Context: an optimization exercise on an open-source flow, tuned for small area, a short achievable clock period and few clock cycles. The choices shown serve that exercise and are no tape-out recipe.
RTL that was checked went through simulation tests only; none was proved equivalent to the original.
Only the layout flow was run in run 2; the RTL was not checked for function there.

**design/flow/config.mk**
```make
export PLATFORM = sky130hd
export DESIGN_NAME = CONVCOR
export DESIGN_NICKNAME = CONVCOR
export VERILOG_FILES = /design/flow/design.v
export SDC_FILE = /design/flow/constraint.sdc
export NUM_CORES = 4
export LEC_CHECK = 0
export CAP_MARGIN = 20
export CORE_MARGIN = 2
export CORE_UTILIZATION = 35
export PLACE_DENSITY = 0.55
export SLEW_MARGIN = 20
```
**design/flow/constraint.sdc**
```tcl
create_clock -name core_clock -period 10.0 [get_ports {clk}]
set_input_delay 2.0000 -clock core_clock [delete_from_list [all_inputs] [get_ports {clk}]]
set_output_delay 2.0000 -clock core_clock [all_outputs]
set_load 0.01 [all_outputs]
```
**design/flow/design.v**
```verilog
module convolution(outr,outi,a,b);
    input [15:0] a, b;
    output [17:0] outr, outi;
    wire signed [7:0] a_rea, a_ima, b_rea, b_ima;
    assign a_rea = a[15:8]; assign a_ima = a[7:0];
    assign b_rea = b[15:8]; assign b_ima = b[7:0];
    assign outr = a_rea*b_rea - a_ima*b_ima;
    assign outi = a_rea*b_ima + a_ima*b_rea;
endmodule
module correlation(outr,outi,a,b);
    input [15:0] a, b;
    output signed [17:0] outr, outi;
    wire signed [7:0] a_rea, a_ima, b_rea, b_ima;
    assign a_rea = a[15:8]; assign a_ima = a[7:0];
    assign b_rea = b[15:8]; assign b_ima = b[7:0];
    assign outr = a_rea*b_rea + a_ima*b_ima;
    assign outi = a_ima*b_rea - a_rea*b_ima;
endmodule
module CONVCOR(
	clk,
	rst_n,
	in_valid,
	in_a,
	in_b,
	in_mode,
	out_valid,
	out
);
input              clk;
input              rst_n;
input              in_valid;
input 	[15:0]     in_a;
input 	[15:0]     in_b;
input 	           in_mode;
output  reg        out_valid;
output  reg [35:0] out;
reg signed [15:0] a0, a1, a2;
reg signed [15:0] b0, b1, b2;
reg sta;
reg [1:0] cnt;
reg [5:0] start;
reg rst;
wire signed [17:0] out11r, out21r, out22r, out31r, out32r, out33r, out41r, out42r, out51r;
wire signed [17:0] out11i, out21i, out22i, out31i, out32i, out33i, out41i, out42i, out51i;
wire signed [17:0] crrout1r, crrout2r, crrout3r, crrout1i, crrout2i, crrout3i;
convolution cnv11(out11r,out11i,a0,b0);
convolution cnv21(out21r,out21i,a0,b1);
convolution cnv22(out22r,out22i,a1,b0);
convolution cnv31(out31r,out31i,a0,b2);
convolution cnv32(out32r,out32i,a1,b1);
convolution cnv33(out33r,out33i,a2,b0);
convolution cnv41(out41r,out41i,a1,b2);
convolution cnv42(out42r,out42i,a2,b1);
convolution cnv51(out51r,out51i,a2,b2);
correlation crr1(crrout1r,crrout1i,a0,b0);
correlation crr2(crrout2r,crrout2i,a1,b1);
correlation crr3(crrout3r,crrout3i,a2,b2);
always@(posedge clk) begin
    if(in_mode) sta = 1;
    if(rst_n == 0 || rst) begin
        out_valid = 0;
        out = 0;
        a0 = 0; a1 = 0; a2 = 0;
        b0 = 0; b1 = 0; b2 = 0;
        sta = 0;
        cnt = 0;
        start = 0;
        rst = 0;
    end
    if(in_valid) begin
        cnt = cnt+1;
        case(cnt)
            1: begin a0 = in_a; b0 = in_b; end
            2: begin a1 = in_a; b1 = in_b; end
            3: begin a2 = in_a; b2 = in_b; end
        endcase
    end
    if(cnt >= 3) begin
        start = start+1;
        case(sta)
            0: begin
	        case(start)
                    2: begin
	                out_valid = 1;
	                out[35:18] = out11r;
	                out[17:0] = out11i;
	            end
	            3: begin
	                out_valid = 1;
	                out[35:18] = out21r+out22r;
	                out[17:0] = out21i+out22i;
	            end
	            4: begin
	                out_valid = 1;
	                out[35:18] = out31r+out32r+out33r;
	                out[17:0] = out31i+out32i+out33i;
	            end
	            5: begin
	                out_valid = 1;
	                out[35:18] = out41r+out42r;
	                out[17:0] = out41i+out42i;
	            end
	            6: begin
	                out_valid = 1;
	                out[35:18] = out51r;
	                out[17:0] = out51i;
	            end
                    7: begin
                        out_valid = 0;
                        rst = 1;
                    end
                endcase
            end
            1: begin
                if(start == 2) begin
                    out[35:18] = crrout1r+crrout2r+crrout3r;
                    out[17:0] = crrout1i+crrout2i+crrout3i;
                    out_valid = 1;
                end
                if(start == 3) begin
                    out_valid = 0;
                    rst = 1;
                end
            end
	endcase
    end
end
endmodule
```
**design/flow/run.sh**
```bash
#!/bin/bash
# synth_recipe.tcl (not shown) runs the flow's synth.tcl, then flattens the netlist and writes it again
# the make line also repeats each setting of config.mk as NAME=value (left out here)
make -C /OpenROAD-flow-scripts/flow DESIGN_CONFIG=/design/flow/config.mk WORK_HOME=/design/flow/orfs CLKGATE_MAP_FILE= SYNTH_SCRIPT=/design/flow/synth_recipe.tcl finish
```
==> results of run 1 <==
[per-layer routing]
metal  wire length, um  GRT usage [%]  vias to the layer above
li1                  -              -                    38200
met1            171000           33.9                    42700
met2            170000           37.9                     2934
met3             31700           4.31                      461
met4             16400           8.42                       16
met5               119              0                        -
[worst paths after layout]
check | startpoint | to | slack (ps) | cells after the start
max | a1[10] | out[32] | 560 | 31
min reg2reg | out[3] | out[3] | 500 | 2
min | out[3] | out[3] | 500 | 2
max reg2reg | a1[10] | out[32] | 560 | 31
[registers in the layout, indices dropped and copies added, names as in the netlist]
| register | count |
|---|---|
| b0 | 16 |
| a0 | 16 |
| cnt | 2 |
| out_valid | 1 |
| b1 | 16 |
| a1 | 16 |
| sta | 1 |
| start | 6 |
| a2 | 16 |
| rst | 1 |
| b2 | 16 |
| out | 36 |
[cell families after synthesis]
group,Yosys count,share of synthesized area (%)
fa+ha+maj,3648,56.0
flops,143,2.53
buf+inv,3987,13.3
mux,11,0.0975
xor+xnor,799,6.20
simple gates,3080,14.2
compound gates,1328,7.73
[synthesized netlist by cell type (all sizes together) (33+ instances only)]
| cell | number | area (um2) |
|---|---|---|
| a211oi | 42 | 315 |
| and2 | 1320 | 8260 |
| ha | 1303 | 16300 |
| a22o | 104 | 911 |
| xnor2 | 644 | 5650 |
| nor2 | 356 | 1340 |
| a21oi | 368 | 1850 |
| buf | 33 | 145 |
| inv | 3434 | 12900 |
| o21bai | 128 | 961 |
| nor3 | 93 | 465 |
| nor2b | 47 | 294 |
| xor2 | 155 | 1360 |
| dfxtp | 143 | 2860 |
| fa | 2345 | 46900 |
| o21a | 47 | 353 |
| nand2b | 224 | 1400 |
| nand3 | 56 | 280 |
| o41ai | 42 | 394 |
| a21o | 117 | 878 |
| o21ai | 253 | 1270 |
| clkbuf | 518 | 1940 |
| nand2 | 891 | 3340 |
[worst max-delay path, delay by kind of cell (launching register included)]
kind	cells	cell delay, ps
flip-flops	1	810
buffers and inverters	6	530
XOR/XNOR	2	480
AO/OA/AOI/OAI	12	3400
adder cells (fa/ha/maj)	9	3890
AND/OR/NAND/NOR	2	200
[area by class of cell]
class / instances / area (um2)
Fill cell: 33300 / 201000
Multi-Input combinational cell: 8866 / 95200
Clock inverter: 13 / 146
Timing Repair Buffer: 345 / 3020
Clock buffer: 19 / 443
Sequential cell: 143 / 3010
Tap cell: 4305 / 5390
Inverter: 3436 / 12900
Antenna cell: 17 / 42.5
[metrics by stage]
| step | util, % | worst slack (ps) | hold slack, ps | std cells |
|---|---|---|---|---|
| 5_1_grt | 37.4 | 307 | 519 | 17100 |
| 3_5_place_dp | 37.2 | 749 | 483 | 17100 |
| 3_3_place_gp | 37.2 | 329 | 478 | 17100 |
| 4_1_cts | 37.4 | 704 | 500 | 17100 |
| 6_report | 37.4 | 557 | 496 | 17100 |
| 2_1_floorplan | - | 2030 | 493 | 13000 |
==> results.sh, run 1 <==
export IMPL_syn_to_final_growth_pct=6.35
export IMPL_cp_required_ps=10430
export IMPL_clockBufferDepth=2
export IMPL_grt_pass1_vias=86200
export IMPL_fin_area_um2=120000
export IMPL_dieWidth_um=572
export IMPL_setup_viol=0
export IMPL_hp_class="reg2reg"
export IMPL_first_pass_iters=6
export IMPL_drive_above_1_share_pct=3.44
export IMPL_grt_max_degree=50
export IMPL_synth_async_reset_ratio_pct=0
export IMPL_die_y_um=572
export IMPL_drc=0
export IMPL_synth_cell_types=80
export IMPL_cts_resized=0
export IMPL_cp_data_arrival_time_ps=9870
export IMPL_syn_area_per_cell_um2=8.69
export IMPL_htree_levels=4
export IMPL_start_util_pct=35.2
export IMPL_root_buffer="clkbuf_16"
export IMPL_path_common_cell="fa_1"
export IMPL_cts_sink_count=143
export IMPL_cts_tree="built"
export IMPL_cp_slowest_stage_delay_ps=810
export IMPL_overflow=0
export IMPL_cp_max_fo=26
export IMPL_run_status="complete, no violations"
export IMPL_synth_ff_type="dfxtp_1"
export IMPL_via_per_inst=4.92
export IMPL_numCtsBuffers=17
export IMPL_grt_usage_pct=24.3
export IMPL_fin_nets=16500
export IMPL_synthCells=13000
export IMPL_ys_ff_latch=143
export IMPL_path_class="reg2reg"
export IMPL_final_common_cell="inv_1"
export IMPL_fmax_mhz=106
export IMPL_rows=208
export IMPL_via_count=84300
export IMPL_slew_headroom_pct=20.9
export IMPL_tightest_slew_ps=1180
export IMPL_grt_antenna_before_repair=35
export IMPL_place_area_um2=119000
export IMPL_clk_pin_slew_worst_paths_ps=100
export IMPL_finalHoldViolCount=0
export IMPL_io_pins=73
export IMPL_wire_per_inst_um=22.7
export IMPL_slew_violations=0
export IMPL_drt_iter0_drc=6987
export IMPL_synth_edf_count=0
export IMPL_cts_setup_buffers=0
export IMPL_synth_area_um2=113000
export IMPL_port_buffers=72
export IMPL_critical_path_slowest_cell="dfxtp_2"
export IMPL_yosysWarnings=1
export IMPL_wirelength_mm=389
export IMPL_ant_nets=0
export IMPL_clk_latency_ps=550
export IMPL_routabilityCongestion=0.975
export IMPL_dpl_hpwl_mm=327
export IMPL_max_cap_viol_count=0
export IMPL_syn_num_nets=16700
export IMPL_cts_hold_buf=0
export IMPL_grt_first_pass_wirelength_mm=581
export IMPL_start_kind="flop"
export IMPL_die_area_um2=327000
export IMPL_end_kind="flop"
export IMPL_core_area_um2=321000
export IMPL_rsz0062_at_grt="false"
export IMPL_fin_crit_ps=9440
export IMPL_clock_skew_ps=28.5
export IMPL_tns_ps=0
export IMPL_min_period_over_period_pct=94.4
export IMPL_ys_seq_area_share_pct=2.53
export IMPL_layout_common_cells="inv_1 (3430), fa_1 (2345), and2_1 (1320)"
Testbench counts, summed over its fixed seeds: cycles 12,972.
==> run 2: changes to the inputs <==
==> design/flow/design.v (replaced) <==
module CONVCOR(
    clk,
    rst_n,
    in_valid,
    in_a,
    in_b,
    in_mode,
    out_valid,
    out
);
input              clk;
input              rst_n;
input              in_valid;
input      [15:0]  in_a;
input      [15:0]  in_b;
input              in_mode;
output reg         out_valid;
output reg [35:0]  out;
reg [15:0] a0, a1, a2, b0, b1, b2;
reg [1:0]  icnt;      
reg        mode;      
reg        run;       
reg [4:0]  step;      
wire [3:0] p = step[4:1];
wire       h = step[0];
reg [1:0] ia, ib;
reg       pfirst, plast, tdone;
always @(*) begin
    ia = 2'd0; ib = 2'd0; pfirst = 1'b0; plast = 1'b0; tdone = 1'b0;
    if (mode) begin
        case (p)
            4'd0: begin ia = 2'd0; ib = 2'd0; pfirst = 1'b1; end
            4'd1: begin ia = 2'd1; ib = 2'd1; end
            default: begin ia = 2'd2; ib = 2'd2; plast = 1'b1; tdone = 1'b1; end
        endcase
    end else begin
        case (p)
            4'd0: begin ia = 2'd0; ib = 2'd0; pfirst = 1'b1; plast = 1'b1; end
            4'd1: begin ia = 2'd0; ib = 2'd1; pfirst = 1'b1; end
            4'd2: begin ia = 2'd1; ib = 2'd0; plast = 1'b1; end
            4'd3: begin ia = 2'd0; ib = 2'd2; pfirst = 1'b1; end
            4'd4: begin ia = 2'd1; ib = 2'd1; end
            4'd5: begin ia = 2'd2; ib = 2'd0; plast = 1'b1; end
            4'd6: begin ia = 2'd1; ib = 2'd2; pfirst = 1'b1; end
            4'd7: begin ia = 2'd2; ib = 2'd1; plast = 1'b1; end
            default: begin ia = 2'd2; ib = 2'd2; pfirst = 1'b1; plast = 1'b1; tdone = 1'b1; end
        endcase
    end
end
wire [15:0] sa = (ia == 2'd0) ? a0 : (ia == 2'd1) ? a1 : a2;
wire [15:0] sb = (ib == 2'd0) ? b0 : (ib == 2'd1) ? b1 : b2;
wire signed [7:0] ar = sa[15:8];
wire signed [7:0] ai = sa[7:0];
wire signed [4:0] brs = h ? {sb[15], sb[15:12]} : {1'b0, sb[11:8]};
wire signed [4:0] bin = h ? {sb[7],  sb[7:4]}   : {1'b0, sb[3:0]};
wire signed [4:0] bis = mode ? -bin : bin;
wire signed [13:0] tre = ar * brs - ai * bis;
wire signed [13:0] tim = ar * bis + ai * brs;
wire signed [17:0] tre_s = h ? {tre, 4'b0} : {{4{tre[13]}}, tre};
wire signed [17:0] tim_s = h ? {tim, 4'b0} : {{4{tim[13]}}, tim};
wire clr = pfirst & ~h;
wire signed [17:0] acc_re = clr ? 18'sd0 : out[35:18];
wire signed [17:0] acc_im = clr ? 18'sd0 : out[17:0];
always @(posedge clk) begin
    if (!rst_n) begin
        icnt <= 2'd0;
        run <= 1'b0;
        out_valid <= 1'b0;
    end else begin
        out_valid <= run & h & plast;
        if (in_valid) begin
            icnt <= (icnt == 2'd2) ? 2'd0 : icnt + 2'd1;
            if (icnt == 2'd0) begin
                run <= 1'b1;
                step <= 5'd0;
            end
        end
        if (run) begin
            step <= step + 5'd1;
            if (h & tdone) run <= 1'b0;
        end
    end
end
always @(posedge clk) begin
    if (in_valid) begin
        case (icnt)
            2'd0: begin a0 <= in_a; b0 <= in_b; mode <= in_mode; end
            2'd1: begin a1 <= in_a; b1 <= in_b; end
            default: begin a2 <= in_a; b2 <= in_b; end
        endcase
    end
    if (run) begin
        out[35:18] <= acc_re + tre_s;
        out[17:0]  <= acc_im + tim_s;
    end
end
endmodule
==> results.sh, run 2 <==
export IMPL_die_area_um2=41900
export IMPL_synth_area_top_cells="edfxtp_1 (29%), fa_1 (22%), ha_1 (10%)"
export IMPL_synth_commonest_cells="inv_1 (237), fa_1 (152), edfxtp_1 (138)"
export IMPL_wire_per_inst_um=16.0
export IMPL_synth_edf_count=138
export IMPL_reg2reg_from="mode"
export IMPL_yosysMostFrequentCell="inv_1"
export IMPL_run_status="complete, no violations"
export IMPL_max_cap_viol_count=0
export IMPL_drt_iter0_drc=531
export IMPL_syn_area_per_cell_um2=10.3
export IMPL_io_pins=73
export IMPL_antennaDiodeCount=0
export IMPL_r2r_end="out[35]"
export IMPL_cp_required_ps=10220
export IMPL_grt_first_pass_wirelength_mm=53.8
export IMPL_cp_slowest_stage_delay_ps=530
export IMPL_synthCells=1374
export IMPL_clk_pin_slew_worst_paths_ps=70
export IMPL_tns_ps=0
export IMPL_root_buffer="clkbuf_16"
export IMPL_clk_latency_ps=460
export IMPL_cts_hold_buf=0
export IMPL_ys_seq_area_share_pct=30.8
export IMPL_grt_usage_pct=16.6
export IMPL_min_period_over_period_pct=93.0
export IMPL_path_common_cell="fa_1"
export IMPL_fmax_mhz=108
export IMPL_synth_compound_area_share_pct=8.66
export IMPL_hp_class="reg2reg"
export IMPL_grt_max_degree=49
export IMPL_numCtsBuffers=17
export IMPL_yosys_area_share_simple_pct=12.9
export IMPL_cts_tree="built"
export IMPL_wirelength_mm=31.9
export IMPL_dieWidth_um=205
export IMPL_slew_violations=0
export IMPL_hp_start="icnt[0]"
export IMPL_via_per_inst=4.80
export IMPL_slew_headroom_pct=36.9
export IMPL_fin_crit_ps=9300
export IMPL_finalHoldViolCount=0
export IMPL_hold_path_end="icnt[0]"
export IMPL_layout_common_cells="inv_1 (237), fa_1 (152), edfxtp_1 (138)"
export IMPL_synth_cell_types=69
export IMPL_via_count=9566
export IMPL_critical_path_slowest_cell="edfxtp_1"
export IMPL_synth_top_family_by_area="adder cells"
export IMPL_cp_max_fo=13
export IMPL_synth_fa_ha_area_share_pct=31.9
export IMPL_syn_num_nets=1678
export IMPL_end_kind="flop"
export IMPL_first_pass_iters=5
export IMPL_cp_data_arrival_time_ps=9520
export IMPL_synth_area_um2=14100
export IMPL_die_y_um=205
export IMPL_ys_ff_latch=148
export IMPL_rsz0062_at_grt="false"
export IMPL_path_class="reg2reg"
export IMPL_fin_area_um2=16200
export IMPL_cts_sink_count=148
export IMPL_clock_skew_ps=19.0
export IMPL_grt_pass1_vias=10400
export IMPL_drive_above_1_share_pct=6.81
export IMPL_htree_levels=4
export IMPL_setup_viol=0
export IMPL_fin_util_pct=40.7
export IMPL_yosysWarnings=1
export IMPL_core_area_um2=39700
export IMPL_rows=73
export IMPL_fin_nets=1759
export IMPL_r2r_slack_ps=700
export IMPL_final_cells=1993
export IMPL_syn_to_final_growth_pct=14.5
export IMPL_start_kind="flop"
export IMPL_overflow=0
export IMPL_place_inst=1961
export IMPL_ant_nets=0
export IMPL_routabilityCongestion=0.885
export IMPL_synth_top_area_share_pct=29.4
export IMPL_r2r_cells=36
export IMPL_synthMuxAreaShare_pct=4.21
export IMPL_synth_async_reset_ratio_pct=0
export IMPL_drc=0
export IMPL_tightest_slew_ps=940
export IMPL_start_util_pct=35.5
export IMPL_synth_ff_type="edfxtp_1"
export IMPL_place_area_um2=15500
export IMPL_clockBufferDepth=2
export IMPL_port_buffers=72
export IMPL_grt_antenna_before_repair=0
export IMPL_largest_reg_flops=36
export IMPL_yosysTopAreaCell="edfxtp_1"
export IMPL_dpl_hpwl_mm=24.9
export IMPL_worstHoldPathCells=2
export IMPL_synthXorXnorAreaFrac_pct=4.30
export IMPL_final_common_cell="inv_1"
==> run 2: how the worst max path moves through the flow <==
stage | start | to
after floorplan | step[2] | out[35]
after global placement | step[2] | out[35]
after detailed placement | mode | out[35]
after CTS | mode | out[35]
after global routing | mode | out[35]
final | mode | out[35]
==> run 2: layer usage <==
metal  part of all wire, %  vias up  GRT usage (%)
li1                      -     4647              -
met1                    45     4727           20.4
met2                    50      152           29.1
met3                   3.7       40           3.45
met4                   2.1        0           4.89
met5                     0        -              0
==> run 2: logic make-up (layout without fill, tap and decap cells) <==
| group | Yosys count | after routing |
|---|---|---|
| adders and majority gates | 268 | 268 |
| AOI/OAI and AO/OA | 188 | 188 |
| xor gates and xnor gates | 66 | 66 |
| buffers and inverters | 268 | 362 |
| muxes | 56 | 56 |
| DFF | 148 | 148 |
| and+or+nand+nor | 380 | 380 |
==> run 2: repair_timing <==
action                                  4_1_cts  5_1_grt
gates resized for setup                       0        6
setup buffers                                 0        0
endpoints found under the setup margin        0        7
hold endpoints to repair                      0        0
==> run 2: layout make-up <==
class | instances | area (um2)
clock buffer | 20 | 447
sequential | 148 | 4350
clock inverter | 12 | 144
multi-input combinational | 958 | 8790
timing repair buffer | 92 | 871
inverter | 238 | 893
fill | 3903 | 23600
tap | 525 | 657
==> run 2: worst max-delay path: cells and delay by family (launching register included) <==
family	cells	cell delay, ps
adder cells (fa/ha/maj)	8	3140
AO/OA/AOI/OAI	12	2850
buffers and inverters	7	1020
AND/OR/NAND/NOR	5	830
flip-flops	1	530
XOR/XNOR	3	410
multiplexers	1	270
==> run 2: through the flow <==
stage	hold slack (ps)	setup slack, ps
2_1_floorplan	493	1450
3_3_place_gp	613	620
3_5_place_dp	623	431
4_1_cts	624	368
5_1_grt	668	38.6
6_report	633	699

## re-timing with driven ports
In the flow no input, the clock included, has a driving cell. The finished layouts below were timed again as built, in two steps.
Step 1 sets driving cells, clkbuf_16 on the clock port and buf_2 on the other inputs (assumed; they add their load-dependent delay and slew).
Step 2 also shifts input and output timing later by t, the mid clock arrival at the registers, as if the neighbouring blocks saw the same clock.
a / b / c = ideal / step 1 / step 2; a / b = the first two.
run	shift t [ns]	setup WS [ns]	worst setup path at the end	cell pins on the clock port's net
run 1	0.621	0.557 / 0.557 / 0.557	register to register	1
run 2	0.508	0.699 / 0.699 / 0.699	register to register	1
After both steps every run listed still meets setup and hold.
